Context: an optimization exercise on an open-source flow, tuned for small area, a short achievable clock period and few clock cycles. The choices shown serve that exercise and are no tape-out recipe.
RTL that was checked went through simulation tests only; none was proved equivalent to the original.

==> flow/design.v (excerpt) <==
module sha_top
(
  input                 clk,
  input                 rst,
  input  logic [32-1:0] stop_sig,
  input  logic [8-1:0]  datain,
  output logic [32-1:0] st_tra,
  output logic          FINISH_FLAG,
  output logic [255:0]  hash
);
Size: about 4900 cells after synthesis, about 330 I/O pins, about 59000 um2 of cells after synthesis.
Settings: LEC_CHECK=0, CAP_MARGIN=20, CORE_MARGIN=2, CORE_UTILIZATION=45, CTS_CLUSTER_DIAMETER=100, CTS_CLUSTER_SIZE=20, PLACE_DENSITY=0.6, SLEW_MARGIN=20, SYNTH_HIERARCHICAL=1, SYNTH_MINIMUM_KEEP_SIZE=0; clock period 13.0 ns.
standard.sh (not shown) runs the stock make flow with config.mk's settings and CLKGATE_MAP_FILE= SYNTH_SCRIPT=/design/flow/synth_recipe.tcl, a recipe that flattens the netlist after the stock synthesis.
==> flow/flow/run.sh <==
#!/bin/bash
# Standard ORFS layout, with timing repair aimed at a setup slack margin of 8.5 ns
# (the clock period and constraints are unchanged) and plain buf_2 cells as the
# port buffers.
set -euo pipefail
bash standard.sh SETUP_SLACK_MARGIN=8.5 "BUFFER_PORTS_ARGS=-buffer_cell sky130_fd_sc_hd__buf_2" finish > standard_flow.log 2>&1
Testbench counts at the start, summed over its fixed seeds: cycles 64,800.
Then changed:
--- a/flow/design.v
+++ b/flow/design.v
@@ -189,15 +189,15 @@
 assign bs0 = {a[1:0], a[31:2]} ^ {a[12:0], a[31:13]} ^ {a[21:0], a[31:22]};
 assign ch  = (e & f) ^ (~e & g);
 assign maj = (a & b) ^ (a & c) ^ (b & c);
 assign ec1 = csa(p, d, ch);
 assign ec2 = csa(ec1[63:32], ec1[31:0], bs1);
 cpa32 u_ecpa (.x(ec2[63:32]), .y(ec2[31:0]), .s(enew));
-csa32 u_ac1 (.x(p), .y(ch), .z(maj), .s(ac1[63:32]), .c(ac1[31:0]));
-csa32 u_ac2 (.x(ac1[63:32]), .y(bs1), .z(bs0), .s(ac2[63:32]), .c(ac2[31:0]));
-csa32 u_ac3 (.x(ac1[31:0]), .y(ac2[63:32]), .z(ac2[31:0]), .s(ac3[63:32]), .c(ac3[31:0]));
+assign ac1 = csa(p, ch, maj);
+assign ac2 = csa(ac1[63:32], bs1, bs0);
+assign ac3 = csa(ac1[31:0], ac2[63:32], ac2[31:0]);
 cpa32 u_acpa (.x(ac3[63:32]), .y(ac3[31:0]), .s(anew));
 logic [31:0] suma, sume, iva, ive;
 always_comb begin
   case (ph)
     2'd0: begin iva = 32'ha54ff53a; ive = 32'h5be0cd19; end
     2'd1: begin iva = 32'h3c6ef372; ive = 32'h1f83d9ab; end
@@ -317,19 +317,6 @@
         end
       end
     end
     s = (x ^ y) ^ {g[5][30:0], 1'b0};
   end
 endmodule
-module csa32 (input logic [31:0] x, input logic [31:0] y, input logic [31:0] z,
-              output logic [31:0] s, output logic [31:0] c);
-  logic [31:0] cc;
-  xor3w u_s (.x(x), .y(y), .z(z), .o(s));
-  maj3w u_c (.x(x), .y(y), .z(z), .o(cc));
-  assign c = {cc[30:0], 1'b0};
-endmodule
-module xor3w (input logic [31:0] x, input logic [31:0] y, input logic [31:0] z, output logic [31:0] o);
-  assign o = x ^ y ^ z;
-endmodule
-module maj3w (input logic [31:0] x, input logic [31:0] y, input logic [31:0] z, output logic [31:0] o);
-  assign o = (x & y) | (x & z) | (y & z);
-endmodule
After rerunning: Global-route usage came out lower by 0.71 points; critical path depth stays the same; non-clock buffer count does not change; fmax came out lower by 3.5%; setup slack got worse by 0.16 ns; sequential cell count does not change.
No functional check of the RTL was part of the second run of this note.

sha_top, a different RTL version from the one above (not shown whole).
Size: ~4800 cells after synthesis, about 60000 um^2 of cells after synthesis.
Design sha_top, start of the top module:
module sha_top
(
  input                 clk,
  input                 rst,
  input  logic [32-1:0] stop_sig,
  input  logic [8-1:0]  datain,
  output logic [32-1:0] st_tra,
  output logic          FINISH_FLAG,
  output logic [255:0]  hash
);
function automatic logic [31:0] k(input logic [5:0] n);
  case (n)
    6'd0: k = 32'h428a2f98;
    6'd1: k = 32'h71374491;
    6'd2: k = 32'hb5c0fbcf;
    6'd3: k = 32'he9b5dba5;
    6'd4: k = 32'h3956c25b;
    6'd5: k = 32'h59f111f1;
    6'd6: k = 32'h923f82a4;
    6'd7: k = 32'hab1c5ed5;
    6'd8: k = 32'hd807aa98;
    6'd9: k = 32'h12835b01;
    6'd10: k = 32'h243185be;
    6'd11: k = 32'h550c7dc3;
    6'd12: k = 32'h72be5d74;
    6'd13: k = 32'h80deb1fe;
    6'd14: k = 32'h9bdc06a7;
    6'd15: k = 32'hc19bf174;
    6'd16: k = 32'he49b69c1;
    6'd17: k = 32'hefbe4786;
    6'd18: k = 32'h0fc19dc6;
    6'd19: k = 32'h240ca1cc;
    6'd20: k = 32'h2de92c6f;
    6'd21: k = 32'h4a7484aa;
    6'd22: k = 32'h5cb0a9dc;
    6'd23: k = 32'h76f988da;
    6'd24: k = 32'h983e5152;
    6'd25: k = 32'ha831c66d;
    6'd26: k = 32'hb00327c8;
    6'd27: k = 32'hbf597fc7;
    6'd28: k = 32'hc6e00bf3;
    6'd29: k = 32'hd5a79147;
    6'd30: k = 32'h06ca6351;
    6'd31: k = 32'h14292967;
    6'd32: k = 32'h27b70a85;
    6'd33: k = 32'h2e1b2138;
    6'd34: k = 32'h4d2c6dfc;
    6'd35: k = 32'h53380d13;
    6'd36: k = 32'h650a7354;
    6'd37: k = 32'h766a0abb;
    6'd38: k = 32'h81c2c92e;
    6'd39: k = 32'h92722c85;
    6'd40: k = 32'ha2bfe8a1;
    6'd41: k = 32'ha81a664b;
    6'd42: k = 32'hc24b8b70;
  ...
clock: 13.0 ns
lec_check: 0
cap_margin: 20
core_margin: 2
core_utilization: 45
place_density: 0.6
slew_margin: 20
==> flow/flow/run.sh <==
#!/bin/bash
# Standard ORFS layout, with timing repair aimed at a setup slack margin of 8.5 ns
# (the clock period and constraints are unchanged).
set -euo pipefail
bash standard.sh SETUP_SLACK_MARGIN=8.5 finish > standard_flow.log 2>&1
The starting point finished clean.
==> next run, changes <==
--- a/flow/design.v
+++ b/flow/design.v
@@ -136,17 +136,16 @@
 logic        fin_act;      
 logic [1:0]  fin_cnt;
 logic        init;         
 logic        acc;          
 logic        v1, l1, v2, l2;
 logic [5:0]  kidx;
 logic [31:0] p;
 logic        hsl;          
-logic        w0ok;         
 logic [31:0] a, b, c, d, e, f, g, h;
 logic [0:3][31:0] ha, he;  
 logic        fin_last;
 logic        s0_adv;
 logic [31:0] wnew, wsched;
 assign fin_last = fin_act & (fin_cnt == 2'd3);
 always_comb begin
   if (!padding) begin
@@ -162,17 +161,18 @@
 end
 logic [31:0] sg0, sg1;
 logic [63:0] ws1, ws2;
 assign sg0 = {win[1][6:0], win[1][31:7]} ^ {win[1][17:0], win[1][31:18]} ^ {3'b000, win[1][31:3]};
 assign sg1 = {win[14][16:0], win[14][31:17]} ^ {win[14][18:0], win[14][31:19]} ^ {10'b0, win[14][31:10]};
 assign ws1 = csa(win[0], win[9], sg0);
 assign ws2 = csa(ws1[63:32], ws1[31:0], sg1);
 assign wsched = ksadd(ws2[63:32], ws2[31:0]);
-assign s0_adv = t0[5] | t0[4] | (src_valid & ((t0 != 6'd0) | w0ok));
+assign s0_adv = t0[5] | t0[4] |
+                (src_valid & ((t0 != 6'd0) | !blk_busy | (fin_act & fin_cnt[1])));
 assign wnew = (t0[5] | t0[4]) ? wsched : src_word;
 logic        sel_sched, sel_src, sel_whold;
 logic [31:0] win15_d;
 assign sel_sched = t0[5] | t0[4];
 assign sel_src   = s0_adv & !sel_sched;
 assign sel_whold = !s0_adv;
 assign win15_d = ({32{sel_sched}} & wsched) | ({32{sel_src}} & src_word) |
                  ({32{sel_whold}} & win[15]);
@@ -205,21 +205,16 @@
 end
 assign suma = init ? iva : ha[0] + d;
 assign sume = init ? ive : he[0] + h;
 logic        sel_rnd, sel_fin, sel_hold;
 logic [31:0] a_d, e_d;
 assign sel_rnd  = v2;
 assign sel_fin  = fin_act & !v2;
 assign sel_hold = !v2 & !fin_act;
-logic       blk_busy_n, fin_act_n;
-logic [1:0] fin_cnt_n;
-assign blk_busy_n = (t0 == 6'd63) | (blk_busy & !fin_last);
-assign fin_act_n  = (v2 & l2) | (fin_act & !fin_last);
-assign fin_cnt_n  = (v2 & l2) ? 2'd0 : fin_act ? fin_cnt + 2'd1 : fin_cnt;
 assign a_d = ({32{sel_rnd}} & anew) | ({32{sel_fin}} & suma) | ({32{sel_hold}} & a);
 assign e_d = ({32{sel_rnd}} & enew) | ({32{sel_fin}} & sume) | ({32{sel_hold}} & e);
 always_ff @(posedge clk) begin
   if (rst_q) begin
     cnt       <= '0;
     padm      <= 1'b0;
     pwdone    <= 1'b0;
     nolen     <= 1'b0;
@@ -227,17 +222,16 @@
     t0        <= 6'd0;
     blk_busy  <= 1'b1;
     fin_act   <= 1'b1;
     fin_cnt   <= 2'd0;
     init      <= 1'b1;
     acc       <= 1'b0;
     v1 <= 1'b0; l1 <= 1'b0; v2 <= 1'b0; l2 <= 1'b0;
     hsl       <= 1'b1;
-    w0ok      <= 1'b0;
   end else begin
     if (in_byte) begin
       cnt  <= cnt + 61'd1;
       acc  <= 1'b0;
     end
     if (in_fin) padm <= 1'b1;
     if (s0_adv) begin
       t0 <= t0 + 6'd1;
@@ -265,18 +259,17 @@
     end else if (fin_act) begin
       fin_cnt <= fin_cnt + 2'd1;
       if (fin_last) begin
         fin_act  <= 1'b0;
         init     <= 1'b0;
         blk_busy <= 1'b0;
       end
     end
-    hsl  <= v1 | fin_act_n;
-    w0ok <= !blk_busy_n | (fin_act_n & fin_cnt_n[1]);
+    hsl <= v1 | (v2 & l2) | (fin_act & !fin_last);
   end
 end
 always_ff @(posedge clk) begin
   if (rst) FINISH_FLAG <= 1'b0;
   else if (!rst_q && fin_last && final_blk) FINISH_FLAG <= 1'b1;
 end
 always_ff @(posedge clk) begin
   if (in_byte) wbuf <= {wbuf[15:0], in_data};
Routed wire length barely changes.
Count of clock-buffer cells in the layout came out higher by 2.
Cell area came out lower slightly.
Worst hold slack hardly moves.
Utilization came out lower by 0.48 points.
Setup slack gains 68 ps.
Synthesized area came out higher slightly.
Via count came out higher slightly.
Global-route usage came out higher by 0.17 points.
Sequential share of layout area came out higher by 0.23 points.
Clock skew came out lower by 24 ps.
Testbench counts after the change, summed over its fixed seeds: cycles 63,502.
No functional check of the RTL was part of the first run of this note.

[port drivers added, routing unchanged]
No port has a modelled driver above. Below, the same layouts with a new extraction and two added sets of constraints.
Step 1: set_driving_cell puts a clkbuf_16 on clk and a buf_2 on each other input, an assumption about the parent block.
Step 2 moves the port delays by t, midway between the first and last clock arrival at a register: inputs arrive t later, outputs are due t later. That takes back most of the time a late clock gives input paths.
Three values: ideal, step 1, step 2; two values: the first two.
| run | t (ns) | setup WS [ns] | worst setup path after step 2 | worst register clock-pin slew, ns |
|---|---|---|---|---|
| the first run of note 1 | 0.790 | 8.662 / 8.662 / 8.662 | register to register | 0.10 / 0.10 |
| the second run of note 1 | 0.766 | 8.504 / 8.504 / 8.504 | register to register | 0.10 / 0.10 |
| the first run of note 2 | 0.834 | 8.291 / 8.291 / 8.291 | register to register | 0.07 / 0.07 |
| the second run of note 2 | 0.853 | 8.360 / 8.360 / 8.360 | register to register | 0.07 / 0.07 |
After both steps setup and hold are still met in every run listed.
